Source: an optimization exercise on an open RTL-to-GDS flow (aim: small area, a short achievable clock period and few clock cycles per item). Production flows keep margins and buffers that such runs may drop. Where RTL was checked, it was by simulation tests only, not by an equivalence proof against the original. For runs 2 and 3, only the layout was checked, not whether the RTL still works.

`flow/design.v`:
```
module speck_round #(
    parameter W = 32
)(
    input  wire [W-1:0] x_in,    
    input  wire [W-1:0] y_in,    
    input  wire [W-1:0] k_in,    
    output wire [W-1:0] x_out,
    output wire [W-1:0] y_out
);
    function [W-1:0] rotr;
        input [W-1:0] v;
        input [5:0]   sh;
        begin
            rotr = (v >> sh) | (v << (W - sh));
        end
    endfunction
    function [W-1:0] rotl;
        input [W-1:0] v;
        input [5:0]   sh;
        begin
            rotl = (v << sh) | (v >> (W - sh));
        end
    endfunction
    wire [W-1:0] x1 = (rotr(x_in, 8) + y_in) ^ k_in;
    wire [W-1:0] y1 =  rotl(y_in, 3) ^ x1;
    assign x_out = x1;
    assign y_out = y1;
endmodule
module speck_round_inverse #(
    parameter W = 32
)(
    input  wire [W-1:0] x_in,
    input  wire [W-1:0] y_in,
    input  wire [W-1:0] k_in,
    output wire [W-1:0] x_out,
    output wire [W-1:0] y_out
);
    wire [W-1:0] y_temp;
    wire [W-1:0] diff;
    assign y_temp = ((y_in ^ x_in) >> 3) |
                    ((y_in ^ x_in) << (W - 3));
    assign diff = (x_in ^ k_in) - y_temp;
    assign x_out = (diff << 8) |
                   (diff >> (W - 8));
    assign y_out = y_temp;
endmodule
module speck64_core (
    input  wire          clk,
    input  wire          rst,           
    output wire          ready,
    input  wire          key_load,
    input  wire [127:0]  key_in,        
    input  wire          blk_start,
    input  wire          blk_dec,
    input  wire [63:0]   blk_in,        
    output reg           blk_done,
    output wire [63:0]   blk_out
);
    reg        busy;       
    reg        expand;     
    reg        dec;        
    reg        fvalid;     
    reg  [4:0] cnt;        
    reg  [31:0] x, y;
    reg  [31:0] kk, la, lb, lc;
    reg  [127:0] km;       
    reg  [127:0] kf;       
    wire [31:0] xf, yf, xi, yi;
    wire [31:0] kf_l, kf_k, ki_l, ki_k;
    wire [4:0]  cnt_m1 = cnt - 5'd1;
    speck_round         u_dat_f (.x_in(x), .y_in(y), .k_in(kk), .x_out(xf), .y_out(yf));
    speck_round_inverse u_dat_i (.x_in(x), .y_in(y), .k_in(kk), .x_out(xi), .y_out(yi));
    speck_round         u_key_f (.x_in(la), .y_in(kk), .k_in({27'd0, cnt}),
                                 .x_out(kf_l), .y_out(kf_k));
    speck_round_inverse u_key_i (.x_in(lc), .y_in(kk), .k_in({27'd0, cnt_m1}),
                                 .x_out(ki_l), .y_out(ki_k));
    assign ready   = !busy;
    assign blk_out = {x, y};
    always @(posedge clk or posedge rst) begin
        if (rst) begin
            busy     <= 1'b0;
            blk_done <= 1'b0;
            fvalid   <= 1'b0;
        end else begin
            blk_done <= 1'b0;
            if (!busy) begin
                if (key_load)
                    fvalid <= 1'b0;
                else if (blk_start)
                    busy <= 1'b1;
            end else if (!expand && (dec ? cnt == 5'd0 : cnt == 5'd26)) begin
                busy     <= 1'b0;
                blk_done <= 1'b1;
            end
            if (busy && !dec && cnt == 5'd25)
                fvalid <= 1'b1;
            if (busy && expand && cnt == 5'd25)
                fvalid <= 1'b1;
        end
    end
    always @(posedge clk) begin
        if (!busy) begin
            if (key_load)
                km <= key_in;
            if (blk_start) begin
                x      <= blk_in[63:32];
                y      <= blk_in[31:0];
                dec    <= blk_dec;
                expand <= blk_dec && !fvalid;
                if (blk_dec && fvalid) begin
                    {lc, lb, la, kk} <= kf;
                    cnt <= 5'd26;
                end else begin
                    {lc, lb, la, kk} <= km;
                    cnt <= 5'd0;
                end
            end
        end else if (expand || !dec) begin
            if (!expand) begin
                x <= xf;
                y <= yf;
            end
            {lc, lb, la, kk} <= {kf_l, lc, lb, kf_k};
            cnt <= cnt + 5'd1;
            if (cnt == 5'd25) begin
                kf <= {kf_l, lc, lb, kf_k};
                if (expand) begin
                    expand <= 1'b0;
                    cnt    <= 5'd26;
                end
            end
        end else begin
            x <= xi;
            y <= yi;
            {lc, lb, la, kk} <= {lb, la, ki_l, ki_k};
            cnt <= cnt_m1;
        end
    end
endmodule
```
`flow/run.sh`:
```
#!/bin/bash
# synth_recipe.tcl (not shown) runs the flow's synth.tcl, then flattens the netlist and writes it again
# the make line also repeats each setting of config.mk as NAME=value (left out here)
make -C /OpenROAD-flow-scripts/flow DESIGN_CONFIG=/design/flow/config.mk WORK_HOME=/design/flow/orfs CLKGATE_MAP_FILE= SYNTH_SCRIPT=/design/flow/synth_recipe.tcl finish
```
`flow/config.mk`:
```
export PLATFORM = sky130hd
export DESIGN_NAME = speck64_core
export DESIGN_NICKNAME = speck64_core
export VERILOG_FILES = /design/flow/design.v
export SDC_FILE = /design/flow/constraint.sdc
export NUM_CORES = 4
export LEC_CHECK = 0
export CAP_MARGIN = 20
export CORE_MARGIN = 2
export CORE_UTILIZATION = 40
export SLEW_MARGIN = 20
```
`flow/constraint.sdc`:
```
create_clock -name core_clock -period 7.0 [get_ports {clk}]
set_input_delay 1.4000 -clock core_clock [delete_from_list [all_inputs] [get_ports {clk}]]
set_output_delay 1.4000 -clock core_clock [all_outputs]
set_load 0.01 [all_outputs]
```
==> results of run 1 <==
[worst register-to-register path: stages (launching register included)]
cell and delay (ns):
edfxtp_1 0.50, inv_1 0.15, ha_1 0.37, xnor2_1 0.19
fa_1 0.45, a21o_1 0.19, a211oi_1 0.35, o31ai_1 0.24
o311ai_0 0.64, a21o_1 0.33, o21ai_0 0.19, a21oi_1 0.24
o21ai_0 0.12, o311a_1 0.14
[layout make-up]
class / instances / share of cell area, %
sequential: 458 / 41.54
clock buffer: 61 / 4.099
inverter: 43 / 0.5105
timing repair buffer: 281 / 8.455
clock inverter: 37 / 1.259
tap: 931 / 3.521
multi-input combinational: 1977 / 40.61
[per-stage QoR]
step / util, % / worst slack, ns / instance area (um^2) / cells
2_1_floorplan: - / 1.793 / 27920 / 2641
3_3_place_gp: 45.47 / 2.841 / 31290 / 3689
3_5_place_dp: 45.47 / 2.722 / 31290 / 3689
4_1_cts: 48.04 / 2.705 / 33070 / 3787
5_1_grt: 48.07 / 2.394 / 33090 / 3788
6_report: 48.07 / 2.645 / 33090 / 3788
[Yosys cell counts (71+ instances only)]
library cell    n  share of area, %
nand2_1       301               4.0
xnor2_1       194               6.1
clkbuf_1      143               1.9
ha_1          129               5.8
o21ai_0       137               2.5
a21oi_1       207               3.7
a211oi_1       85               2.3
xor2_1        114               3.6
nor2_1        129               1.7
and3_1         75               1.7
a21o_1         71               1.9
edfxtp_1      455                49
[how the worst max path moves through the flow]
stage / slack [ns] / endpoint / startpoint
2_1_floorplan: 1.79 / km[0] / key_load
3_3_place_gp: 2.84 / kf[54] / busy
3_5_place_dp: 2.72 / la[4] / cnt[0]
4_1_cts: 2.70 / la[4] / cnt[0]
5_1_grt: 2.39 / la[4] / cnt[0]
6_report: 2.64 / la[4] / cnt[0]
[state kept, by name, summed over array words and instances, names as in the netlist]
name,flops
lb,32
busy,1
x,32
expand,1
fvalid,1
kf,128
blk_done,1
dec,1
lc,32
kk,32
y,32
la,32
cnt,5
km,128
[cell usage in the layout (no fill, tap or decap), types with 8 or more instances in the layout]
cell,instances
a211oi_1,85
a21boi_0,8
a21o_1,71
a21oi_1,207
a31oi_1,65
a32oi_1,17
and3_1,75
buf_4,16
clkbuf_1,8
clkbuf_16,53
clkdlybuf4s50_1,261
clkinv_1,11
clkinv_2,11
edfxtp_1,455
ha_1,129
inv_1,40
mux2i_1,56
nand2_1,299
nand2b_1,13
nand3_1,59
nand4_1,18
nor2_1,129
nor2b_1,8
nor3_1,34
o211ai_1,34
o21a_1,25
o21ai_0,137
o21ai_1,12
o21bai_1,17
o221ai_1,9
o22ai_1,8
or3_1,15
xnor2_1,194
xor2_1,114
[logic make-up (layout without fill, tap and decap cells)]
group / Yosys count / after routing / share of synthesized area (%)
fa+ha+maj: 133 / 133 / 6.068
compound gates: 773 / 773 / 18.19
simple gates: 697 / 697 / 11.59
mux: 63 / 63 / 2.290
xor+xnor: 311 / 311 / 9.882
buf+inv: 206 / 422 / 2.774
flops: 458 / 458 / 49.21
[routing by layer]
| layer | up-vias | wire, um |
|---|---|---|
| met4 | 0 | 4479 |
| met5 | - | 0 |
| met3 | 219 | 7757 |
| li1 | 10250 | - |
| met2 | 1163 | 46480 |
| met1 | 11210 | 41690 |
==> impl_metrics.json, run 1 <==
{
  "status": "no timing/DRC/antenna violations",
  "antenna_left": 0,
  "ys_async_sr_fraction_pct": 0.6550,
  "reg2reg_from": "cnt[0]",
  "fp.dieW_um": 268.2,
  "fp.coreArea_um2": 68830,
  "relSlewSlack_pct": 29.23,
  "postCtsSetupBuffers": 0,
  "holdPathStages": 0,
  "skew_ns": 0.04333,
  "drc": 0,
  "whs_ns": 0.4812,
  "syn_area_per_cell_um2": 10.57,
  "vias": 22850,
  "fillCellCount": 6309,
  "yosys_most_used_dff": "edfxtp_1",
  "netlist_area_um2": 27920,
  "critPathCaptureType": "register",
  "hold_start": "lb[20]",
  "crit_type": "reg2reg",
  "die-area_um2": 71920,
  "overflow": 0,
  "min_path_type": "reg2reg",
  "multi_input_area_um2": 13440,
  "critPathRequiredTime_ns": 7.38,
  "synth-edff-count": 455,
  "track_usage_pct": 27.24,
  "numClockSinks": 458,
  "root_buffer": "clkbuf_16",
  "crit_chain": "inv_1, ha_1, xnor2_1, fa_1, a21o_1, a211oi_1, o31ai_1, o311ai_0, a21o_1, o21ai_0, a21oi_1, o21ai_0, o311a_1",
  "worst_path_dominant_cell_family": "compound AO/OA/AOI/OAI gates",
  "fin_crit_ns": 4.355,
  "io_pins": 263,
  "use_met3_pct": 4.050,
  "maxSlewViolCount": 0,
  "ys_ff_latch": 458,
  "rows": 96,
  "slowest_delay_ns": 0.64,
  "totalWireLength_mm": 100.4,
  "num_antenna_cells": 0,
  "max_freq_ghz": 0.2296,
  "cts_tree": "yes",
  "die_h_um": 268.2,
  "htreeDepth": 2,
  "cp_data_arrival_time_ns": 4.74,
  "register_area_um2": 13750,
  "syn2layout_area_growth_pct": 18.52,
  "tns_ns": 0,
  "tightest_slew_ns": 1.062,
  "drive_gt1_share_pct": 4.970,
  "use_met2_pct": 43.87,
  "drtIter0Drc": 2567,
  "gp_congestion": 0.9673,
  "synth_cells": 2641,
  "synth_cell_types": 82,
  "dr.pass1.iters": 6,
  "syn-num-nets": 2971,
  "min_to": "kf[52]",
  "grt_pass1_wl_mm": 145.3,
  "cp_num_cells": 13,
  "hold_viol_final": 0,
  "cts_buffers": 53,
  "seq_area_frac_synth_pct": 49.21,
  "reg2regPathDepth": 13,
  "clockBufferDepth": 3,
  "clk_pin_slew_worst_paths_ns": 0.06,
  "grt.met1_usage_pct": 36.74,
  "setup_viol": 0,
  "yosysWarnings": 2,
  "portBuffers": 262,
  "finalCritPeriodShare_pct": 62.22,
  "wl_per_cell_um": 26.51,
  "grt_pass1_vias": 21990,
  "cp_max_fo": 7,
  "cts_hold_buf": 0,
  "via_per_inst": 6.031,
  "r2r_slack_ns": 2.64,
  "critPathLaunchType": "register",
  "rsz0062_at_grt": "false",
  "r2r_end": "la[4]",
  "clock_latency_ns": 0.65,
  "dpl.hpwl_mm": 72.49,
  "cts_resized": 0,
  "start_util_pct": 40.56,
  "nNetsFinal": 3144,
  "grt.busiest_layer": "met2",
  "slowest_stage": "o311ai_0",
  "antenna_found_initial": 0,
  "crit_buf_inv": 1,
  "maxCapViolations": 0,
  "grt_max_degree": 178
}
Testbench counts, summed over its fixed seeds: cycles 22,364, blocks 784.
==> inputs of run 2 (changes only) <==
==> flow/design.v (replaced) <==
module speck_round #(
    parameter W = 32
)(
    input  wire [W-1:0] x_in,    
    input  wire [W-1:0] y_in,    
    input  wire [W-1:0] k_in,    
    output wire [W-1:0] x_out,
    output wire [W-1:0] y_out
);
    wire [W-1:0] sum;
    speck_add #(.W(W)) u_add (.a({x_in[7:0], x_in[W-1:8]}), .b(y_in), .ci(1'b0), .s(sum));
    assign x_out = sum ^ k_in;
    assign y_out = {y_in[W-4:0], y_in[W-1:W-3]} ^ x_out;
endmodule
module speck_add #(
    parameter W = 32
)(
    input  wire [W-1:0] a,
    input  wire [W-1:0] b,
    input  wire         ci,
    output wire [W-1:0] s
);
    reg [W-1:0] g, p;
    integer i, l, j;
    always @* begin
        g = a & b;
        p = a ^ b;
        g[0] = g[0] | (p[0] & ci);
        for (l = 0; (1 << l) < W; l = l + 1)
            for (i = W - 1; i >= 0; i = i - 1)
                if ((i >> l) & 1) begin
                    j = ((i >> l) << l) - 1;
                    g[i] = g[i] | (p[i] & g[j]);
                    p[i] = p[i] & p[j];
                end
    end
    assign s = a ^ b ^ {g[W-2:0], ci};
endmodule
module speck_round_inverse #(
    parameter W = 32
)(
    input  wire [W-1:0] x_in,
    input  wire [W-1:0] y_in,
    input  wire [W-1:0] k_in,
    output wire [W-1:0] x_out,
    output wire [W-1:0] y_out
);
    wire [W-1:0] t = x_in ^ y_in;
    wire [W-1:0] y_temp = {t[2:0], t[W-1:3]};
    wire [W-1:0] diff;
    speck_add #(.W(W)) u_sub (.a(x_in ^ k_in), .b(~y_temp), .ci(1'b1), .s(diff));
    assign x_out = {diff[W-9:0], diff[W-1:W-8]};
    assign y_out = y_temp;
endmodule
module speck64_core (
    input  wire          clk,
    input  wire          rst,           
    output wire          ready,
    input  wire          key_load,
    input  wire [127:0]  key_in,        
    input  wire          blk_start,
    input  wire          blk_dec,
    input  wire [63:0]   blk_in,        
    output reg           blk_done,
    output wire [63:0]   blk_out
);
    reg  [4:0]   ph;        
    reg          run;       
    reg          expand;    
    reg          dec;       
    reg  [63:0]  din;       
    reg  [63:0]  dat;       
    reg  [127:0] ka, kb;
    wire last = (ph == 5'd26);
    wire [31:0] x = (ph == 5'd0) ? din[63:32] : dat[63:32];
    wire [31:0] y = (ph == 5'd0) ? din[31:0]  : dat[31:0];
    wire [31:0] xf, yf, xi, yi;
    wire [31:0] af_l, af_k, bi_l, bi_k;
    wire [4:0]  ph_b = 5'd25 - ph;
    speck_round         u_dat_f (.x_in(x), .y_in(y), .k_in(ka[31:0]), .x_out(xf), .y_out(yf));
    speck_round_inverse u_dat_i (.x_in(x), .y_in(y), .k_in(kb[31:0]), .x_out(xi), .y_out(yi));
    speck_round         u_key_f (.x_in(ka[63:32]), .y_in(ka[31:0]), .k_in({27'd0, ph}),
                                 .x_out(af_l), .y_out(af_k));
    speck_round_inverse u_key_i (.x_in(kb[127:96]), .y_in(kb[31:0]), .k_in({27'd0, ph_b}),
                                 .x_out(bi_l), .y_out(bi_k));
    assign ready   = last;
    assign blk_out = dat;
    always @(posedge clk or posedge rst) begin
        if (rst) begin
            ph       <= 5'd0;
            run      <= 1'b0;
            expand   <= 1'b0;
            blk_done <= 1'b0;
        end else begin
            blk_done <= run && last;
            if (last) begin
                ph     <= 5'd0;
                run    <= blk_start;
                expand <= key_load;
            end else begin
                ph     <= ph + 5'd1;
            end
        end
    end
    always @(posedge clk) begin
        din <= blk_in;
        if (last)
            dec <= blk_dec;
        dat <= dec ? {xi, yi} : {xf, yf};
        if (last) begin
            ka <= key_load ? key_in : kb;
            kb <= ka;
        end else begin
            ka <= {af_l, ka[127:64], af_k};
            if (!expand)
                kb <= {kb[95:32], bi_l, bi_k};
            else if (ph == 5'd0)
                kb <= ka;
        end
    end
endmodule
--- a/flow/config.mk
+++ b/flow/config.mk
@@ -7,2 +7,3 @@
 export LEC_CHECK = 0
+export ABC_CLOCK_PERIOD_IN_PS = 2500
 export CAP_MARGIN = 20
==> impl_metrics.json, run 2 <==
{
  "final_cell_mix": "428 x nand2_1, 261 x clkdlybuf4s50_1, 256 x dfxtp_1",
  "synth.most_common_cell": "nand2_1",
  "drive_gt1_share_pct": 4.418,
  "grt_pass1_vias": 17400,
  "seq_area_frac_synth_pct": 42.27,
  "die_h_um": 237.2,
  "io_pins": 263,
  "critPathRequiredTime_ns": 7.52,
  "clk_pin_slew_worst_paths_ns": 0.06,
  "fin_crit_ns": 5.383,
  "maxSlewViolCount": 0,
  "grt_pass1_wl_mm": 112.8,
  "rows": 85,
  "critPathCaptureType": "register",
  "placed_cells": 3171,
  "skew_ns": 0.01852,
  "crit_type": "reg2reg",
  "vias": 17310,
  "syn2layout_area_growth_pct": 21.86,
  "setup_viol": 0,
  "synth-edff-count": 129,
  "synth_top_area_share_pct": 23.55,
  "fp.dieW_um": 237.2,
  "cp_data_arrival_time_ns": 5.90,
  "netlist_area_um2": 21760,
  "fp.coreArea_um2": 53810,
  "critPathLaunchType": "register",
  "yosysWarnings": 2,
  "clock_latency_ns": 0.60,
  "maxCapViolations": 0,
  "reg2regPathDepth": 17,
  "clockBufferDepth": 3,
  "track_usage_pct": 26.86,
  "cp_max_fo": 65,
  "synth_cells": 2295,
  "overflow": 0,
  "numClockSinks": 393,
  "relSlewSlack_pct": 36.08,
  "tns_ns": 0,
  "portBuffers": 262,
  "synth_top_area_cell": "dfxtp_1",
  "syn-num-nets": 2637,
  "cts_hold_buf": 0,
  "postCtsSetupBuffers": 0,
  "tightest_slew_ns": 0.9588,
  "totalWireLength_mm": 76.89,
  "grt_max_degree": 237,
  "cts_buffers": 45,
  "hold_viol_final": 0,
  "ys_async_sr_fraction_pct": 2.036,
  "whs_ns": 0.4549,
  "finalCritPeriodShare_pct": 76.90,
  "final_common_cell": "nand2_1",
  "status": "no timing/DRC/antenna violations",
  "antenna_found_initial": 0,
  "fillCellCount": 5090,
  "drc": 0,
  "via_per_inst": 5.319,
  "syn_area_per_cell_um2": 9.481,
  "dpl.hpwl_mm": 59.45,
  "antenna_left": 0,
  "instances_no_fill": 3255,
  "min_path_type": "reg2reg",
  "nNetsFinal": 2864,
  "rsz0062_at_grt": "false",
  "holdPathStages": 2,
  "ys_ff_latch": 393,
  "synth_commonest_cells": "428 x nand2_1, 256 x dfxtp_1, 224 x o21ai_0",
  "gp_congestion": 0.9318,
  "drtIter0Drc": 1382,
  "cts_tree": "yes",
  "synth_cell_types": 74,
  "dr.pass1.iters": 5,
  "cts_resized": 0,
  "htreeDepth": 2,
  "synthTopCellsByArea": "dfxtp_1 24%, edfxtp_1 18%, mux2i_1 8.9%",
  "root_buffer": "clkbuf_16",
  "wl_per_cell_um": 23.62,
  "start_util_pct": 40.43,
  "die-area_um2": 56280,
  "max_freq_ghz": 0.1858,
  "reg_top3": "ka (128), kb (128)",
  "yosys_most_used_dff": "dfxtp_1"
}
## run 2: cell count changes after synthesis, sizes merged, moves of 65 or more
cell    previous run  this run
a211oi            85        19
o21ai            150       227
a31oi             67         2
a21oi            207       104
and3              75         7
clkbuf           143        78
nand2            301       428
dfxtp              0       256
mux2i             56       195
edfxtp           455       129
## run 2: per-layer routing
| layer | vias up | global-route usage, % | part of all wire [%] |
|---|---|---|---|
| met4 | 0 | 5.603 | 1.8 |
| met2 | 562 | 43.95 | 46 |
| met1 | 8348 | 37.98 | 47 |
| li1 | 8315 | - | - |
| met5 | - | 0 | 0 |
| met3 | 87 | 3.554 | 6.1 |
## run 2: area by class of cell
cell class                 instances  area, um^2  share of cell area (%)
multi-input combinational       1712       11850                   44.68
sequential                       393        9199                   34.69
timing repair buffer             275        2746                   10.36
clock buffer                      65        1292                   4.874
tap                              696       870.8                   3.284
inverter                          95       356.6                   1.345
clock inverter                    18       202.7                  0.7644
antenna                            1       2.502                0.009437
## run 2: per-stage QoR
stage	utilization, %	area, um^2	worst slack [ns]
2_1_floorplan	-	21760	2.309
3_3_place_gp	46.49	25020	1.795
4_1_cts	49.27	26510	1.705
5_1_grt	49.27	26510	1.327
3_5_place_dp	46.49	25020	1.765
6_report	49.27	26520	1.617
## run 2: cell families after synthesis
family / after synthesis / share of synthesized area [%]
simple gates: 630 / 12.19
compound gates: 439 / 11.74
flops: 393 / 42.27
xor+xnor: 296 / 12.01
mux: 202 / 9.390
buf+inv: 190 / 3.364
fa+ha+maj: 145 / 9.028
## run 2: worst max-delay path, cell delays in order, from the launching register on
cell and delay [ns]:
dfrtp_1 0.47, inv_1 0.12, ha_1 0.15, nor4b_4 0.24
buf_12 0.40, mux2i_1 0.77, inv_1 0.10, ha_1 0.40
a21oi_1 0.17, o22ai_1 0.18, nor4_1 0.49, o31ai_1 0.20
nor3_1 0.44, o21ai_0 0.21, xnor2_1 0.45, xnor2_1 0.18
nor2_1 0.06, a21oi_1 0.12
## run 2: final timing paths
kind | slack (ns) | from | end
hold reg to reg | 0.45 | ka[105] | ka[73]
min in group asynchronous | 1.07 | rst | ph[2]
max in group asynchronous | 5.66 | rst | ph[3]
setup / recovery | 1.62 | ph[1] | dat[28]
setup reg to reg | 1.62 | ph[1] | dat[28]
hold / removal | 0.45 | ka[105] | ka[73]
==> inputs of run 3 (changes only) <==
--- a/flow/config.mk
+++ b/flow/config.mk
@@ -11,2 +11,3 @@
 export CORE_UTILIZATION = 40
+export SETUP_SLACK_MARGIN = 3.6
 export SLEW_MARGIN = 20
==> impl_metrics.json, run 3 <==
{
  "highest_layer": "met4",
  "yosys_most_used_dff": "dfxtp_1",
  "io_pins": 263,
  "htreeDepth": 2,
  "fp.coreArea_um2": 53810,
  "drtIter0Drc": 1822,
  "grt_pass1_wl_mm": 116.9,
  "synth_cells": 2295,
  "clk_pin_slew_worst_paths_ns": 0.06,
  "grt_max_degree": 187,
  "whs_ns": 0.4493,
  "final_cell_mix": "422 x nand2_1, 260 x clkdlybuf4s50_1, 255 x dfxtp_1",
  "rows": 85,
  "drc": 0,
  "route.met3.wl_mm": 6.336,
  "fillCellCount": 4705,
  "netlist_area_um2": 21760,
  "overflow": 0,
  "wl_met1_mm": 36.45,
  "crit_type": "reg2reg",
  "portBuffers": 262,
  "numClockSinks": 393,
  "final_common_cell": "nand2_1",
  "routed-wl-met2_mm": 40.45,
  "synthTopCellsByArea": "dfxtp_1 24%, edfxtp_1 18%, mux2i_1 8.9%",
  "grt_pass1_vias": 18260,
  "num_antenna_cells": 0,
  "rsz0062_at_grt": "true",
  "setup_viol": 0,
  "synth_commonest_cells": "428 x nand2_1, 256 x dfxtp_1, 224 x o21ai_0",
  "cts_tree": "yes",
  "syn2layout_area_growth_pct": 38.61,
  "dr.pass1.iters": 6,
  "tns_ns": 0,
  "start_util_pct": 40.43,
  "via_per_inst": 5.494,
  "ys_async_sr_fraction_pct": 2.036,
  "gp_congestion": 0.9248,
  "clockBufferDepth": 3,
  "die-area_um2": 56280,
  "antenna_left": 0,
  "max_freq_ghz": 0.2249,
  "drive_gt1_share_pct": 18.77,
  "wl_per_cell_um": 25.35,
  "antenna_found_initial": 0,
  "critPathCaptureType": "register",
  "finalCritPeriodShare_pct": 63.52,
  "critPathLaunchType": "register",
  "vias": 18750,
  "yosysWarnings": 2,
  "syn_area_per_cell_um2": 9.481,
  "synth.most_common_cell": "nand2_1",
  "fin_crit_ns": 4.446,
  "dpl.hpwl_mm": 57.33,
  "syn-num-nets": 2637,
  "clock_latency_ns": 0.60,
  "skew_ns": 0.01623,
  "track_usage_pct": 27.83,
  "maxCapViolations": 0,
  "nNetsFinal": 3025,
  "synth_top_area_share_pct": 23.55,
  "root_buffer": "clkbuf_16",
  "synth_top_area_cell": "dfxtp_1",
  "ys_ff_latch": 393,
  "cts_hold_buf": 0,
  "cts_buffers": 46,
  "status": "no timing/DRC/antenna violations",
  "totalWireLength_mm": 86.51,
  "fp.dieW_um": 237.2,
  "reg_top3": "ka (128), kb (128)",
  "critPathRequiredTime_ns": 7.44,
  "synth_cell_types": 74,
  "tightest_slew_ns": 1.022,
  "cp_data_arrival_time_ns": 4.89,
  "relSlewSlack_pct": 31.86,
  "synth-edff-count": 129,
  "cp_max_fo": 5,
  "seq_area_frac_synth_pct": 42.27,
  "hold_viol_final": 0,
  "maxSlewViolCount": 0,
  "die_h_um": 237.2,
  "min_path_type": "reg2reg"
}
[run 3: cell counts after synthesis]
No cell type changed its count.
[run 3: cell families after synthesis]
family	synth area share, %
AOI/OAI and AO/OA	11.74
adders and majority gates	9.028
buffers and inverters	3.364
xor gates and xnor gates	12.01
DFF	42.27
muxes	9.390
and+or+nand+nor	12.19
[run 3: final timing paths]
| kind | from | end | slack, ns | cells after the start |
|---|---|---|---|---|
| max reg2reg | ph[0] | dat[39] | 2.55 | 19 |
| min in group asynchronous | rst | ph[1] | 1.07 | 2 |
| max in group asynchronous | rst | ph[2] | 5.66 | 2 |
| min | ka[94] | ka[62] | 0.45 | 2 |
| min reg2reg | ka[94] | ka[62] | 0.45 | 2 |
| max | ph[0] | dat[39] | 2.55 | 19 |
[run 3: cell type report]
cell class | count | area, um^2 | area share [%]
sequential | 393 | 9204 | 30.52
timing repair buffer | 435 | 4602 | 15.26
multi-input combinational | 1712 | 13630 | 45.19
tap | 696 | 870.8 | 2.887
inverter | 95 | 359.1 | 1.191
clock buffer | 72 | 1370 | 4.542
clock inverter | 10 | 126.4 | 0.4190
[run 3: through the flow]
step / utilization, % / area [um^2] / setup slack [ns] / cells
after detailed placement: 46.87 / 25220 / 1.955 / 3170
after CTS: 52.46 / 28230 / 2.404 / 3323
after floorplan: - / 22010 / 2.758 / 2295
after global placement: 46.87 / 25220 / 2.028 / 3170
final: 56.05 / 30160 / 2.554 / 3413
after global routing: 56.05 / 30160 / 2.431 / 3413
[run 3: timing repair]
action | in CTS | in global routing
setup endpoints to repair | 174 | 243
gates cloned | 8 | 25
resized for setup | 162 | 233
setup buffers | 63 | 65
pin swaps | 49 | 81
endpoints found under the hold margin | 0 | 0
[run 3: critical path, cell delays in order, from the launching register on]
cell	delay (ns)
dfrtp_2	0.41
inv_2	0.09
ha_4	0.13
nor4b_4	0.25
buf_6	0.20
buf_12	0.15
buf_12	0.11
mux2i_2	0.35
xnor2_1	0.25
ha_1	0.37
a21oi_2	0.23
a2bb2oi_2	0.20
a21oi_1	0.10
nor3_2	0.20
o32ai_4	0.14
a221o_1	0.34
o41a_1	0.35
a21oi_2	0.16
xnor2_1	0.15
a21oi_1	0.09
[run 3: metal layers]
| metal | track usage (%) | up-vias |
|---|---|---|
| met2 | 45.45 | 838 |
| met4 | 8.767 | 0 |
| met1 | 38.30 | 9099 |
| met5 | 0 | - |
| met3 | 3.705 | 172 |
| li1 | - | 8643 |
==> inputs of run 4 (changes only) <==
--- a/flow/design.v
+++ b/flow/design.v
@@ -70,8 +70,8 @@
     reg          dec;       
-    reg  [63:0]  din;       
     reg  [63:0]  dat;       
+    reg  [63:0]  res;       
     reg  [127:0] ka, kb;
-    wire last = (ph == 5'd26);
-    wire [31:0] x = (ph == 5'd0) ? din[63:32] : dat[63:32];
-    wire [31:0] y = (ph == 5'd0) ? din[31:0]  : dat[31:0];
+    reg  last;              
+    wire [31:0] x = dat[63:32];
+    wire [31:0] y = dat[31:0];
     wire [31:0] xf, yf, xi, yi;
@@ -86,3 +86,3 @@
     assign ready   = last;
-    assign blk_out = dat;
+    assign blk_out = res;
     always @(posedge clk or posedge rst) begin
@@ -90,2 +90,3 @@
             ph       <= 5'd0;
+            last     <= 1'b0;
             run      <= 1'b0;
@@ -95,2 +96,3 @@
             blk_done <= run && last;
+            last     <= (ph == 5'd25);
             if (last) begin
@@ -105,6 +107,9 @@
     always @(posedge clk) begin
-        din <= blk_in;
-        if (last)
+        res <= dec ? {xi, yi} : {xf, yf};
+        if (last) begin
             dec <= blk_dec;
-        dat <= dec ? {xi, yi} : {xf, yf};
+            dat <= blk_in;
+        end else begin
+            dat <= dec ? {xi, yi} : {xf, yf};
+        end
         if (last) begin
--- a/flow/config.mk
+++ b/flow/config.mk
@@ -7,3 +7,2 @@
 export LEC_CHECK = 0
-export ABC_CLOCK_PERIOD_IN_PS = 2500
 export CAP_MARGIN = 20
@@ -11,3 +10,2 @@
 export CORE_UTILIZATION = 40
-export SETUP_SLACK_MARGIN = 3.6
 export SLEW_MARGIN = 20
==> impl_metrics.json, run 4 <==
{
  "slowest_delay_ns": 0.50,
  "critPathRequiredTime_ns": 7.45,
  "syn_area_per_cell_um2": 9.690,
  "yosys_most_used_dff": "dfxtp_1",
  "die_h_um": 237.3,
  "gp_congestion": 0.9465,
  "ys_ff_latch": 394,
  "synth_cells": 2246,
  "final_cell_mix": "334 x nand2_1, 261 x clkdlybuf4s50_1, 256 x dfxtp_1",
  "syn2layout_area_growth_pct": 22.18,
  "tightest_slew_ns": 1.067,
  "synth_mux_area_share_pct": 10.09,
  "rsz0062_at_grt": "false",
  "crit_chain": "xnor2_1, ha_1, inv_1, fa_1, a211oi_1, o21bai_1, o2111a_1, a21boi_1, o21a_1, o31ai_1, a2111oi_0, o21ai_1, a21oi_1, o31ai_1",
  "slowest_stage": "a2111oi_0",
  "cp_max_fo": 3,
  "crit_top_cell": "o31ai_1",
  "fillCellCount": 4963,
  "grt_pass1_wl_mm": 106.3,
  "fin_crit_ns": 3.829,
  "max_freq_ghz": 0.2612,
  "synth_top_area_cell": "dfxtp_1",
  "fp.dieW_um": 237.3,
  "io_pins": 263,
  "synth.most_common_cell": "nand2_1",
  "fp.coreArea_um2": 53810,
  "antenna_left": 0,
  "maxSlewViolCount": 0,
  "start_util_pct": 40.44,
  "synth_fa_ha_area_share_pct": 8.968,
  "synth-edff-count": 129,
  "status": "no timing/DRC/antenna violations",
  "drc": 0,
  "finalCritPeriodShare_pct": 54.70,
  "seq_area_frac_synth_pct": 42.38,
  "synth-xor-area-share_pct": 12.38,
  "relSlewSlack_pct": 28.86,
  "clk_pin_slew_worst_paths_ns": 0.07,
  "cts_resized": 0,
  "reg_top3": "ka (128), kb (128)",
  "synth-compound-area-share_pct": 12.07,
  "critPathLaunchType": "register",
  "dr.pass1.iters": 6,
  "min_path_type": "reg2reg",
  "wl_per_cell_um": 22.40,
  "drtIter0Drc": 1169,
  "track_usage_pct": 25.19,
  "final_common_cell": "nand2_1",
  "ys_async_sr_fraction_pct": 2.284,
  "netlist_area_um2": 21760,
  "maxCapViolations": 0,
  "dpl.hpwl_mm": 54.64,
  "synth_cell_types": 70,
  "htreeDepth": 2,
  "die-area_um2": 56290,
  "antenna_found_initial": 0,
  "cts_hold_buf": 0,
  "grt_pass1_vias": 16780,
  "synth_commonest_cells": "334 x nand2_1, 256 x dfxtp_1, 193 x a21oi_1",
  "setup_viol": 0,
  "drive_gt1_share_pct": 7.625,
  "grt_max_degree": 123,
  "nNetsFinal": 2809,
  "rows": 85,
  "synth_top_area_share_pct": 23.55,
  "synth_top_family_by_area": "XOR/XNOR gates",
  "yosysWarnings": 2,
  "cts_buffers": 45,
  "postCtsSetupBuffers": 0,
  "syn-num-nets": 2587,
  "numClockSinks": 394,
  "tns_ns": 0,
  "crit_type": "reg2reg",
  "portBuffers": 262,
  "vias": 16980,
  "overflow": 0,
  "skew_ns": 0.01610,
  "instances_no_fill": 3202,
  "hold_viol_final": 0,
  "clock_latency_ns": 0.60,
  "via_per_inst": 5.303,
  "yosys.area_share.simple_pct": 11.33,
  "cp_data_arrival_time_ns": 4.28,
  "totalWireLength_mm": 71.72,
  "clockBufferDepth": 3,
  "placed_cells": 3117,
  "root_buffer": "clkbuf_16",
  "critPathCaptureType": "register",
  "cts_tree": "yes",
  "synthTopCellsByArea": "dfxtp_1 24%, edfxtp_1 18%, xnor2_1 7.5%"
}
## run 4: cell count changes after synthesis, sizes merged, moves of 11 or more
| cell | before | now |
|---|---|---|
| mux2i | 195 | 117 |
| xor2 | 82 | 105 |
| nand2 | 428 | 334 |
| xnor2 | 213 | 187 |
| nor2 | 93 | 153 |
| a211oi | 19 | 7 |
| mux2 | 7 | 91 |
| o21ai | 227 | 143 |
| a21oi | 104 | 194 |
| nor2b | 21 | 10 |
| inv | 95 | 64 |
## run 4: final cells by class
cell class	count	area, um^2	share of cell area [%]
clock buffer	65	1325	4.983
multi-input combinational	1691	11950	44.92
inverter	64	240.2	0.9034
antenna	1	2.502	0.009410
timing repair buffer	272	2724	10.24
tap	696	870.8	3.275
clock inverter	19	256.5	0.9646
sequential	394	9228	34.70
## run 4: final timing paths
kind	cells past startpoint	slack [ns]	to	start
max	14	3.17	dat[37]	kb[0]
max in group asynchronous	2	5.56	last	rst
min in group asynchronous	2	1.10	last	rst
min	2	0.47	ka[45]	ka[77]
min reg2reg	2	0.47	ka[45]	ka[77]
max reg2reg	14	3.17	dat[37]	kb[0]
## run 4: per-stage QoR
step / instance area, um^2 / worst slack (ns) / utilization, % / hold WS (ns)
after floorplan: 21760 / 1.644 / - / 0.4508
after global placement: 25010 / 3.276 / 46.47 / 0.4609
after detailed placement: 25010 / 3.220 / 46.47 / 0.4649
after CTS: 26590 / 3.186 / 49.41 / 0.4699
after global routing: 26590 / 2.896 / 49.41 / 0.4942
final: 26590 / 3.171 / 49.41 / 0.4736
## run 4: critical path: cells and delay by family, from the launching register on
family                     cells  cell delay, ns
adders and majority gates      2            0.59
xor gates and xnor gates       1            0.20
AOI/OAI and AO/OA             10            2.40
DFF                            1            0.45
buffers and inverters          1            0.05
## run 4: kinds of logic (layout without fill, tap and decap cells)
group	after synthesis	count (layout)
and+or+nand+nor	590	590
muxes	208	208
adders and majority gates	144	144
DFF	394	394
xor gates and xnor gates	298	298
other	0	1
buffers and inverters	161	420
AOI/OAI and AO/OA	451	451
## run 4: layer usage
layer | global-route usage, % | vias to the layer above | routed length (um)
met1 | 34.61 | 8160 | 32690
met3 | 3.182 | 104 | 3515
met2 | 41.53 | 501 | 33460
li1 | - | 8215 | -
met4 | 7.452 | 0 | 2056
met5 | 0 | - | 0
Testbench counts of run 4, summed over its fixed seeds: cycles 22,464, blocks 784.
==> inputs of run 5 (changes only) <==
--- a/flow/config.mk
+++ b/flow/config.mk
@@ -10,2 +10,3 @@
 export CORE_UTILIZATION = 40
+export SETUP_SLACK_MARGIN = 4.5
 export SLEW_MARGIN = 20
==> impl_metrics.json, run 5 <==
{
  "multi_input_area_um2": 14670,
  "yosysWarnings": 2,
  "yosys.area_share.simple_pct": 11.33,
  "htreeDepth": 2,
  "design_area_um2": 30960,
  "critPathCaptureType": "register",
  "final_common_cell": "nand2_1",
  "holdPathStages": 2,
  "portBuffers": 262,
  "critPathRequiredTime_ns": 7.47,
  "status": "no timing/DRC/antenna violations",
  "highest_layer": "met4",
  "netlist_area_um2": 21760,
  "min_path_type": "reg2reg",
  "synth_top_area_cell": "dfxtp_1",
  "drc": 0,
  "fin_crit_ns": 3.383,
  "crit_buf_inv": 1,
  "final_util_pct": 57.52,
  "wl_met1_mm": 34.90,
  "root_buffer": "clkbuf_16",
  "max_freq_ghz": 0.2956,
  "finalCritPeriodShare_pct": 48.33,
  "antenna_found_initial": 0,
  "antenna_left": 0,
  "relSlewSlack_pct": 37.17,
  "cts_hold_buf": 0,
  "hold_viol_final": 0,
  "clk_pin_slew_worst_paths_ns": 0.06,
  "yosys_most_used_dff": "dfxtp_1",
  "io_pins": 263,
  "worst_slack_ns": 3.617,
  "cts_tree": "yes",
  "wl_per_cell_um": 23.25,
  "slowest_stage": "edfxtp_1",
  "maxSlewViolCount": 0,
  "rsz0062_at_grt": "true",
  "gp_congestion": 0.9261,
  "cp_data_arrival_time_ns": 3.86,
  "die-area_um2": 56290,
  "synthTopCellsByArea": "dfxtp_1 24%, edfxtp_1 18%, xnor2_1 7.5%",
  "grt_max_degree": 152,
  "dr.pass1.iters": 8,
  "synth_mux_area_share_pct": 10.09,
  "overflow": 0,
  "nNetsFinal": 3014,
  "fp.coreArea_um2": 53810,
  "syn_area_per_cell_um2": 9.690,
  "final_cell_mix": "323 x nand2_1, 198 x dfxtp_1, 195 x clkdlybuf4s50_1",
  "crit_type": "reg2reg",
  "cp_num_cells": 14,
  "dpl_worst_slack_ns": 3.340,
  "ys_ff_latch": 394,
  "vias": 18330,
  "tightest_slew_ns": 0.9425,
  "setup_viol": 0,
  "start_util_pct": 40.44,
  "r2r_slack_ns": 3.62,
  "reg2reg_from": "kb[0]",
  "synth_fa_ha_area_share_pct": 8.968,
  "clock_latency_ns": 0.59,
  "seq_area_frac_synth_pct": 42.38,
  "routed-wl-met2_mm": 37.56,
  "dpl.hpwl_mm": 56.34,
  "register_area_um2": 9348,
  "grt_pass1_wl_mm": 114.6,
  "synth-compound-area-share_pct": 12.07,
  "synth.most_common_cell": "nand2_1",
  "fillCellCount": 4535,
  "synth_cell_types": 70,
  "synth_top_area_share_pct": 23.55,
  "syn2layout_area_growth_pct": 42.23,
  "hold_start": "ka[72]",
  "r2r_end": "dat[36]",
  "synth_commonest_cells": "334 x nand2_1, 256 x dfxtp_1, 193 x a21oi_1",
  "track_usage_pct": 27.22,
  "tns_ns": 0,
  "slowest_delay_ns": 0.44,
  "critPathLaunchType": "register",
  "totalWireLength_mm": 79.21,
  "clockBufferDepth": 3,
  "synth-xor-area-share_pct": 12.38,
  "placed_cell_area_um2": 25370,
  "fp.dieW_um": 237.3,
  "syn-num-nets": 2587,
  "synth_cells": 2246,
  "via_per_inst": 5.381,
  "reg_top3": "ka (128), kb (128)",
  "rows": 85,
  "synth-edff-count": 129,
  "drive_gt1_share_pct": 32.08,
  "ys_async_sr_fraction_pct": 2.284,
  "worst_path_dominant_cell_family": "compound AO/OA/AOI/OAI gates",
  "min_to": "ka[40]",
  "route.met3.wl_mm": 4.056,
  "maxCapViolations": 0,
  "die_h_um": 237.3,
  "drtIter0Drc": 1308,
  "numClockSinks": 394,
  "reg2regPathDepth": 14,
  "crit_chain": "xnor2_2, ha_2, inv_2, fa_2, a211oi_2, o21bai_2, o2111a_2, a21boi_4, o21a_1, or3_4, a21oi_4, or3_1, a31o_1, mux2_4",
  "cts_buffers": 44,
  "cp_max_fo": 2,
  "grt_pass1_vias": 18050,
  "synth_top_family_by_area": "XOR/XNOR gates",
  "skew_ns": 0.01820
}
-- run 5: cell counts after synthesis --
No cell type changed its count.
-- run 5: worst max-delay path by stage --
stage / start / endpoint / slack [ns]
after global placement: ph[1] / kb[38] / 3.36
after CTS: kb[99] / kb[39] / 3.63
after detailed placement: ph[1] / kb[38] / 3.34
after global routing: kb[16] / dat[36] / 3.52
after floorplan: last / kb[0] / 1.79
final: kb[0] / dat[36] / 3.62
-- run 5: worst reg2reg max path: cells and delay by family (launching register included) --
family                     cells  cell delay (ns)
DFF                            1             0.44
muxes                          1             0.25
AOI/OAI and AO/OA              7             1.35
xor gates and xnor gates       1             0.20
adders and majority gates      2             0.53
buffers and inverters          1             0.04
and+or+nand+nor                2             0.48
-- run 5: repair_timing --
action | CTS | global route
pin swaps | 158 | 135
gates resized for setup | 667 | 203
endpoints found under the setup margin | 476 | 270
buffers inserted | 132 | 72
-- run 5: layout make-up --
cell class | instances | share of cell area (%)
flip-flops and latches | 394 | 30.20
clock inverters | 25 | 1.095
diodes | 1 | 0.008084
clock buffers | 57 | 3.981
multi-input cells | 1691 | 47.38
inverters | 64 | 0.8124
repair buffers | 478 | 13.71
well taps | 696 | 2.813
-- run 5: routing by layer --
layer  up-vias  GRT usage [%]
li1       8600              -
met1      8993          36.86
met2       610          45.24
met3       124          3.205
met4         0          9.167
met5         -              0
-- run 5: cells by family after synthesis --
logic type	Yosys count
simple gates	590
xor+xnor	298
flops	394
compound gates	451
buf+inv	161
mux	208
fa+ha+maj	144
-- run 5: per-stage QoR --
stage | hold slack (ns) | instances
CTS | 0.4627 | 3333
floorplan | 0.4508 | 2246
finish | 0.4636 | 3406
global route | 0.4839 | 3405
global placement | 0.4615 | 3119
detailed placement | 0.4615 | 3119
==> inputs of run 6 (changes only) <==
--- a/flow/config.mk
+++ b/flow/config.mk
@@ -7,2 +7,3 @@
 export LEC_CHECK = 0
+export ABC_CLOCK_PERIOD_IN_PS = 2500
 export CAP_MARGIN = 20
@@ -10,3 +11,3 @@
 export CORE_UTILIZATION = 40
-export SETUP_SLACK_MARGIN = 4.5
+export SETUP_SLACK_MARGIN = 3.6
 export SLEW_MARGIN = 20
==> impl_metrics.json, run 6 <==
{
  "ys_async_sr_fraction_pct": 2.284,
  "cts_tree": "yes",
  "num_antenna_cells": 0,
  "tightest_slew_ns": 0.9245,
  "finalCritPeriodShare_pct": 50.10,
  "clock_latency_ns": 0.59,
  "synthTopCellsByArea": "dfxtp_1 24%, edfxtp_1 18%, xnor2_1 7.5%",
  "critPathCaptureType": "register",
  "syn_area_per_cell_um2": 9.690,
  "fin_crit_ns": 3.507,
  "io_pins": 263,
  "htreeDepth": 2,
  "max_freq_ghz": 0.2851,
  "synth_cells": 2246,
  "fp.dieW_um": 237.3,
  "nNetsFinal": 2861,
  "synth_commonest_cells": "334 x nand2_1, 256 x dfxtp_1, 193 x a21oi_1",
  "start_util_pct": 40.44,
  "die_h_um": 237.3,
  "vias": 17500,
  "drc": 0,
  "skew_ns": 0.01448,
  "via_per_inst": 5.382,
  "drive_gt1_share_pct": 12.68,
  "final_util_pct": 50.96,
  "die-area_um2": 56290,
  "syn2layout_area_growth_pct": 26.00,
  "synth_cell_types": 70,
  "synth.most_common_cell": "nand2_1",
  "syn-num-nets": 2587,
  "reg_top3": "ka (128), kb (128)",
  "tns_ns": 0,
  "min_path_type": "reg2reg",
  "maxCapViolations": 0,
  "grt_max_degree": 112,
  "cts_buffers": 44,
  "critPathRequiredTime_ns": 7.32,
  "cp_max_fo": 5,
  "netlist_area_um2": 21760,
  "grt_pass1_wl_mm": 109.2,
  "setup_viol": 0,
  "final_common_cell": "nand2_1",
  "drtIter0Drc": 1197,
  "dr.pass1.iters": 5,
  "hold_viol_final": 0,
  "root_buffer": "clkbuf_16",
  "status": "no timing/DRC/antenna violations",
  "ys_ff_latch": 394,
  "dpl.hpwl_mm": 55.28,
  "yosysWarnings": 2,
  "grt_pass1_vias": 17140,
  "maxSlewViolCount": 0,
  "cts_hold_buf": 0,
  "rsz0062_at_grt": "true",
  "clockBufferDepth": 3,
  "portBuffers": 262,
  "numClockSinks": 394,
  "clk_pin_slew_worst_paths_ns": 0.06,
  "antenna_left": 0,
  "rows": 85,
  "crit_type": "reg2reg",
  "wl_per_cell_um": 23.28,
  "gp_congestion": 0.9237,
  "critPathLaunchType": "register",
  "seq_area_frac_synth_pct": 42.38,
  "antenna_found_initial": 1,
  "yosys_most_used_dff": "dfxtp_1",
  "relSlewSlack_pct": 38.22,
  "fp.coreArea_um2": 53810,
  "cp_data_arrival_time_ns": 3.83,
  "synth_top_area_cell": "dfxtp_1",
  "totalWireLength_mm": 75.69,
  "synth-edff-count": 129,
  "synth_top_area_share_pct": 23.55,
  "track_usage_pct": 26.12,
  "overflow": 0,
  "final_cell_mix": "331 x nand2_1, 261 x clkdlybuf4s50_1, 251 x dfxtp_1"
}
run 6: worst paths after layout:
check,cells past startpoint,start,slack (ns),endpoint
worst max-delay path,12,kb[23],3.49,kb[37]
worst max register to register,12,kb[23],3.49,kb[37]
worst min-delay path,2,ka[88],0.46,ka[56]
min in group asynchronous,2,rst,1.12,last
worst min register to register,2,ka[88],0.46,ka[56]
max in group asynchronous,2,rst,5.53,last
run 6: metrics by stage:
step | instances | hold WS (ns) | instance area (um^2) | setup slack (ns)
detailed placement | 3119 | 0.4625 | 25010 | 3.167
CTS | 3219 | 0.4712 | 26840 | 3.548
global placement | 3119 | 0.4606 | 25010 | 3.287
global route | 3251 | 0.4888 | 27420 | 3.378
finish | 3251 | 0.4633 | 27420 | 3.493
floorplan | 2246 | 0.4508 | 21790 | 1.786
run 6: cell type report:
cell class | count | area [um^2]
repair buffers | 325 | 3199
multi-input cells | 1691 | 12420
flip-flops and latches | 394 | 9238
well taps | 696 | 870.8
fillers | 4905 | 26390
clock buffers | 60 | 1274
inverters | 64 | 242.7
clock inverters | 21 | 176.4
run 6: critical path, cell delays in order, from the launching register on:
cell       delay, ns
edfxtp_1        0.44
xnor2_1         0.26
ha_1            0.36
a21o_1          0.24
a2111oi_1       0.49
o21ai_0         0.16
o21ai_0         0.20
a311oi_2        0.18
o21a_1          0.22
o21a_4          0.23
or3_4           0.35
nand2_2         0.07
o21ai_1         0.06
run 6: routing by layer:
layer  up-vias  global-route usage, %  share of wire (%)
li1       8317                      -                  -
met1      8360                  34.79                 44
met2       655                  42.44                 46
met3       164                  3.751                5.8
met4         0                  11.17                4.4
met5         -                      0                  0
run 6: timing repair:
action,4_1_cts,5_1_grt
setup endpoints to repair,51,57
buffers inserted,16,32
gates resized for setup,39,73
hold endpoints to repair,0,0
gates cloned,3,0
pin swaps,17,43
run 6: logic make-up (layout without fill, tap and decap cells):
group | Yosys count | after routing | synth area share, %
and+or+nand+nor | 590 | 590 | 11.33
AOI/OAI and AO/OA | 451 | 451 | 12.07
DFF | 394 | 394 | 42.38
xor gates and xnor gates | 298 | 298 | 12.38
muxes | 208 | 208 | 10.09
buffers and inverters | 161 | 470 | 2.782
adders and majority gates | 144 | 144 | 8.968
==> inputs of run 7 (changes only) <==
--- a/flow/config.mk
+++ b/flow/config.mk
@@ -7,3 +7,2 @@
 export LEC_CHECK = 0
-export ABC_CLOCK_PERIOD_IN_PS = 2500
 export CAP_MARGIN = 20
==> impl_metrics.json, run 7 <==
{
  "status": "no timing/DRC/antenna violations",
  "finalCritPeriodShare_pct": 50.10,
  "gp_congestion": 0.9237,
  "critPathLaunchType": "register",
  "io_pins": 263,
  "synth_cells": 2246,
  "cp_data_arrival_time_ns": 3.83,
  "hold_viol_final": 0,
  "antenna_found_initial": 1,
  "syn-num-nets": 2587,
  "synth_top_area_cell": "dfxtp_1",
  "grt_max_degree": 112,
  "synth_cell_types": 70,
  "clk_pin_slew_worst_paths_ns": 0.06,
  "fillCellCount": 4905,
  "critPathCaptureType": "register",
  "synth.most_common_cell": "nand2_1",
  "rsz0062_at_grt": "true",
  "wl_per_cell_um": 23.28,
  "maxCapViolations": 0,
  "synthTopCellsByArea": "dfxtp_1 24%, edfxtp_1 18%, xnor2_1 7.5%",
  "seq_area_frac_synth_pct": 42.38,
  "maxSlewViolCount": 0,
  "dr.pass1.iters": 5,
  "max_freq_ghz": 0.2851,
  "worst_path_dominant_cell_family": "compound AO/OA/AOI/OAI gates",
  "relSlewSlack_pct": 38.22,
  "drive_gt1_share_pct": 12.68,
  "dpl.hpwl_mm": 55.28,
  "via_per_inst": 5.382,
  "reg_top3": "ka (128), kb (128)",
  "design_area_um2": 27420,
  "synth_top_area_share_pct": 23.55,
  "cts_tree": "yes",
  "ys_ff_latch": 394,
  "die-area_um2": 56290,
  "netlist_area_um2": 21760,
  "grt_pass1_vias": 17140,
  "tightest_slew_ns": 0.9245,
  "nNetsFinal": 2861,
  "crit_top_cell": "o21ai_0",
  "yosysWarnings": 2,
  "dpl_worst_slack_ns": 3.167,
  "overflow": 0,
  "drtIter0Drc": 1197,
  "slowest_delay_ns": 0.49,
  "slowest_stage": "a2111oi_1",
  "ys_async_sr_fraction_pct": 2.284,
  "synth_commonest_cells": "334 x nand2_1, 256 x dfxtp_1, 193 x a21oi_1",
  "crit_type": "reg2reg",
  "root_buffer": "clkbuf_16",
  "htreeDepth": 2,
  "num_antenna_cells": 0,
  "synth-edff-count": 129,
  "placed_cell_area_um2": 25010,
  "fp.dieW_um": 237.3,
  "crit_buf_inv": 0,
  "clockBufferDepth": 3,
  "instances_no_fill": 3251,
  "fp.coreArea_um2": 53810,
  "placed_cells": 3119,
  "final_common_cell": "nand2_1",
  "antenna_left": 0,
  "grt_pass1_wl_mm": 109.2,
  "portBuffers": 262,
  "start_util_pct": 40.44,
  "syn_area_per_cell_um2": 9.690,
  "vias": 17500,
  "min_path_type": "reg2reg",
  "fin_crit_ns": 3.507,
  "final_cell_mix": "331 x nand2_1, 261 x clkdlybuf4s50_1, 251 x dfxtp_1",
  "skew_ns": 0.01448,
  "cp_max_fo": 5,
  "setup_viol": 0,
  "numClockSinks": 394,
  "worst_slack_ns": 3.493,
  "cts_buffers": 44,
  "track_usage_pct": 26.12,
  "yosys_most_used_dff": "dfxtp_1",
  "drc": 0,
  "die_h_um": 237.3,
  "critPathRequiredTime_ns": 7.32,
  "crit_chain": "xnor2_1, ha_1, a21o_1, a2111oi_1, o21ai_0, o21ai_0, a311oi_2, o21a_1, o21a_4, or3_4, nand2_2, o21ai_1",
  "tns_ns": 0,
  "clock_latency_ns": 0.59,
  "rows": 85,
  "syn2layout_area_growth_pct": 26.00,
  "totalWireLength_mm": 75.69
}
==> run 7: cell counts in the layout (fill, tap and decap cells not counted) <==
Identical to the previous run, type by type.
==> run 7: repair_timing <==
action | 4_1_cts | 5_1_grt
endpoints found under the setup margin | 51 | 57
setup buffers | 16 | 32
cloned | 3 | 0
hold buffers | 0 | 0
pin swaps | 17 | 43
resized for setup | 39 | 73
==> run 7: final timing paths <==
path / from / end / slack (ns) / depth (start not counted)
max: kb[23] / kb[37] / 3.49 / 12
min: ka[88] / ka[56] / 0.46 / 2
max reg2reg: kb[23] / kb[37] / 3.49 / 12
min reg2reg: ka[88] / ka[56] / 0.46 / 2
max in group asynchronous: rst / last / 5.53 / 2
min in group asynchronous: rst / last / 1.12 / 2
==> run 7: kinds of logic (layout without fill, tap and decap cells) <==
| logic type | count (synthesis) | after routing | share of synthesized area [%] |
|---|---|---|---|
| adder cells (fa/ha/maj) | 144 | 144 | 8.968 |
| multiplexers | 208 | 208 | 10.09 |
| flip-flops | 394 | 394 | 42.38 |
| AO/OA/AOI/OAI | 451 | 451 | 12.07 |
| XOR/XNOR | 298 | 298 | 12.38 |
| AND/OR/NAND/NOR | 590 | 590 | 11.33 |
| buffers and inverters | 161 | 470 | 2.782 |
==> run 7: cell type report <==
type | instances | area, um^2 | share of cell area [%]
Clock buffer | 60 | 1274 | 4.645
Multi-Input combinational cell | 1691 | 12420 | 45.30
Sequential cell | 394 | 9238 | 33.68
Clock inverter | 21 | 176.4 | 0.6433
Timing Repair Buffer | 325 | 3199 | 11.67
Inverter | 64 | 242.7 | 0.8851
Tap cell | 696 | 870.8 | 3.175
==> run 7: worst reg2reg max path, cell delays in order (launching register included) <==
cell	delay, ns
edfxtp_1	0.44
xnor2_1	0.26
ha_1	0.36
a21o_1	0.24
a2111oi_1	0.49
o21ai_0	0.16
o21ai_0	0.20
a311oi_2	0.18
o21a_1	0.22
o21a_4	0.23
or3_4	0.35
nand2_2	0.07
o21ai_1	0.06
==> run 7: stage by stage <==
step / utilization [%] / hold WS (ns)
global placement: 46.48 / 0.4606
finish: 50.96 / 0.4633
CTS: 49.88 / 0.4712
floorplan: - / 0.4508
detailed placement: 46.48 / 0.4625
global route: 50.96 / 0.4888
==> run 7: layer usage <==
metal | wire length [um] | global-route usage (%) | vias up
met1 | 33230 | 34.79 | 8360
li1 | - | - | 8317
met3 | 4419 | 3.751 | 164
met5 | 0 | 0 | -
met2 | 34710 | 42.44 | 655
met4 | 3333 | 11.17 | 0
==> inputs of run 8 (changes only) <==
==> flow/flow/run.sh (new file) <==
#!/bin/bash
# The standard layout, with the port buffers made from the smallest buffer
# (buf_1) instead of the one buffer_ports picks by default.
set -euo pipefail
export BUFFER_PORTS_ARGS="-buffer_cell sky130_fd_sc_hd__buf_1"
bash standard.sh > standard_flow.log 2>&1
==> flow/standard.sh (new file) <==
#!/bin/bash
# synth_recipe.tcl (not shown) runs the flow's synth.tcl, then flattens the netlist and writes it again
# the make line also repeats each setting of config.mk as NAME=value (left out here)
make -C /OpenROAD-flow-scripts/flow DESIGN_CONFIG=/design/flow/config.mk WORK_HOME=/design/flow/orfs CLKGATE_MAP_FILE= SYNTH_SCRIPT=/design/flow/synth_recipe.tcl "${@:-finish}"
removed: flow/run.sh
==> impl_metrics.json, run 8 <==
{
  "dr.pass1.iters": 5,
  "final_cell_mix": "333 x nand2_1, 261 x buf_1, 248 x dfxtp_1",
  "reg2regPathDepth": 14,
  "r2r_slack_ns": 3.57,
  "rsz0062_at_grt": "true",
  "synth_fa_ha_area_share_pct": 8.968,
  "status": "no timing/DRC/antenna violations",
  "synth_top_family_by_area": "XOR/XNOR gates",
  "r2r_end": "kb[39]",
  "critPathCaptureType": "register",
  "synth-compound-area-share_pct": 12.07,
  "cp_max_fo": 5,
  "cp_data_arrival_time_ns": 3.74,
  "die_h_um": 237.3,
  "synth_commonest_cells": "334 x nand2_1, 256 x dfxtp_1, 193 x a21oi_1",
  "root_buffer": "clkbuf_16",
  "vias": 17400,
  "die-area_um2": 56290,
  "clockBufferDepth": 3,
  "max_freq_ghz": 0.2918,
  "clk_pin_slew_worst_paths_ns": 0.06,
  "critPathLaunchType": "register",
  "totalWireLength_mm": 72.37,
  "num_antenna_cells": 0,
  "syn-num-nets": 2587,
  "numClockSinks": 394,
  "fin_crit_ns": 3.427,
  "synthTopCellsByArea": "dfxtp_1 24%, edfxtp_1 18%, xnor2_1 7.5%",
  "fillCellCount": 5144,
  "fp.coreArea_um2": 53810,
  "yosys_most_used_dff": "dfxtp_1",
  "start_util_pct": 40.44,
  "synth.most_common_cell": "nand2_1",
  "grt_pass1_vias": 17240,
  "syn2layout_area_growth_pct": 17.83,
  "slowest_stage": "edfxtp_1",
  "gp_congestion": 0.9700,
  "nNetsFinal": 2852,
  "cts_tree": "yes",
  "min_to": "ka[46]",
  "setup_viol": 0,
  "placed_cells": 3117,
  "hold_viol_final": 0,
  "synth-edff-count": 129,
  "yosys.area_share.simple_pct": 11.33,
  "drtIter0Drc": 1373,
  "cts_hold_buf": 0,
  "tightest_slew_ns": 1.011,
  "seq_area_frac_synth_pct": 42.38,
  "grt_pass1_wl_mm": 106.5,
  "synth_mux_area_share_pct": 10.09,
  "reg2reg_from": "kb[3]",
  "syn_area_per_cell_um2": 9.690,
  "holdPathStages": 2,
  "synth_top_area_cell": "dfxtp_1",
  "io_pins": 263,
  "drive_gt1_share_pct": 12.14,
  "overflow": 0,
  "min_path_type": "reg2reg",
  "crit_type": "reg2reg",
  "tns_ns": 0,
  "yosysWarnings": 2,
  "antenna_left": 0,
  "critPathRequiredTime_ns": 7.31,
  "maxSlewViolCount": 0,
  "grt_max_degree": 133,
  "finalCritPeriodShare_pct": 48.96,
  "clock_latency_ns": 0.59,
  "reg_top3": "ka (128), kb (128)",
  "skew_ns": 0.02201,
  "ys_async_sr_fraction_pct": 2.284,
  "wl_per_cell_um": 22.33,
  "cts_buffers": 45,
  "track_usage_pct": 25.23,
  "crit_chain": "xor2_1, ha_2, inv_1, fa_2, a211oi_2, o21a_2, nor3_4, o31ai_4, a311oi_2, o21a_1, o21a_4, o41ai_4, xnor2_1, o21ai_1",
  "relSlewSlack_pct": 32.58,
  "hold_start": "ka[78]",
  "portBuffers": 262,
  "ys_ff_latch": 394,
  "htreeDepth": 2,
  "antenna_found_initial": 1,
  "netlist_area_um2": 21760,
  "maxCapViolations": 0,
  "synth-xor-area-share_pct": 12.38,
  "fp.dieW_um": 237.3,
  "final_common_cell": "nand2_1",
  "via_per_inst": 5.370,
  "synth_cell_types": 70,
  "rows": 85,
  "drc": 0,
  "synth_cells": 2246,
  "dpl.hpwl_mm": 54.09,
  "synth_top_area_share_pct": 23.55,
  "instances_no_fill": 3241,
  "slowest_delay_ns": 0.41
}
==> run 8: cell types whose count changed in the layout (fill, tap and decap cells not counted), sizes merged <==
cell and change:
clkdlybuf4s50 -261, buf +253, bufbuf -3, inv +1
clkinv -3, clkinvlp -5, clkbuf +9, bufinv -1
==> run 8: worst max path at each step <==
stage,cells after the start,start,slack [ns],endpoint
after floorplan,4,last,1.79,kb[0]
after global placement,14,ph[1],3.23,kb[39]
after detailed placement,14,ph[1],3.19,kb[63]
after CTS,12,kb[12],3.59,kb[63]
after global routing,14,kb[3],3.38,kb[39]
final,14,kb[3],3.57,kb[39]
==> run 8: final cells by class <==
class | instances | area, um^2 | area share (%)
multi-input combinational | 1691 | 12430 | 48.49
sequential | 394 | 9241 | 36.03
timing repair buffer | 315 | 1429 | 5.572
clock buffer | 68 | 1315 | 5.128
tap | 696 | 870.8 | 3.396
inverter | 64 | 242.7 | 0.9465
clock inverter | 13 | 112.6 | 0.4391
==> run 8: cell families (layout without fill, tap and decap cells) <==
group,Yosys count,count (layout)
adder cells (fa/ha/maj),144,144
AND/OR/NAND/NOR,590,590
buffers and inverters,161,460
AO/OA/AOI/OAI,451,451
multiplexers,208,208
flip-flops,394,394
XOR/XNOR,298,298
==> run 8: repair_timing <==
action | in CTS | in global routing
gates resized for setup | 37 | 81
buffers inserted | 17 | 26
pin swaps | 14 | 36
endpoints found under the hold margin | 0 | 0
endpoints found under the setup margin | 49 | 75
gates cloned | 0 | 0
==> run 8: per-layer routing <==
layer,part of all wire (%),vias up,routed length (um),global-route usage [%]
li1,-,8283,-,-
met1,44,8396,31620,34.33
met2,47,618,33690,41.42
met3,6.7,107,4842,3.077
met4,3.1,0,2214,8.881
met5,0,-,0,0
==> run 8: worst max-delay path: cells and delay by family (launching register included) <==
kind | cells | cell delay (ns)
and+or+nand+nor | 1 | 0.09
DFF | 1 | 0.41
buffers and inverters | 1 | 0.04
AOI/OAI and AO/OA | 8 | 1.67
adders and majority gates | 2 | 0.55
xor gates and xnor gates | 2 | 0.37
==> run 8: stage by stage <==
step	instance area [um^2]	hold WS (ns)	setup slack, ns	utilization, %
CTS	25080	0.4763	3.588	46.60
finish	25650	0.4748	3.573	47.66
global route	25650	0.4855	3.379	47.66
floorplan	21790	0.4508	1.786	-
global placement	23370	0.4630	3.232	43.43
detailed placement	23370	0.4690	3.186	43.43

==> what the ideal ports hide <==
How much do the figures lean on ideal ports? The routed layouts below were timed once more, with nothing changed but the port constraints.
Step 1 assumes that a clkbuf_16 drives the clock port and a buf_2 every other input.
Step 2, shift: input delay + t, output delay - t, t = (earliest + latest rising clock arrival at the registers) / 2. This alone moves slack from input paths to output paths.
Three values: ideal ports, drivers, drivers and shift; two values: the first two.
| run | shift t [ns] | setup slack, ns | latest minus earliest clock arrival (ns) | slew at the worst register clock pin (ns) |
|---|---|---|---|---|
| run 1 | 0.696 | 2.645 / 2.645 / 2.645 | 0.044 / 0.044 | 0.07 / 0.07 |
| run 2 | 0.647 | 1.617 / 1.617 / 1.617 | 0.020 / 0.020 | 0.07 / 0.07 |
| run 3 | 0.653 | 2.554 / 2.554 / 2.554 | 0.016 / 0.017 | 0.06 / 0.06 |
| run 4 | 0.648 | 3.171 / 3.171 / 3.171 | 0.018 / 0.018 | 0.07 / 0.07 |
| run 5 | 0.641 | 3.617 / 3.617 / 3.617 | 0.018 / 0.018 | 0.07 / 0.07 |
| run 6 | 0.645 | 3.493 / 3.493 / 3.467 | 0.014 / 0.014 | 0.07 / 0.07 |
| run 7 | 0.645 | 3.493 / 3.493 / 3.467 | 0.014 / 0.014 | 0.07 / 0.07 |
| run 8 | 0.645 | 3.573 / 3.573 / 3.573 | 0.023 / 0.023 | 0.06 / 0.06 |
After both steps setup and hold are still met in every run listed.
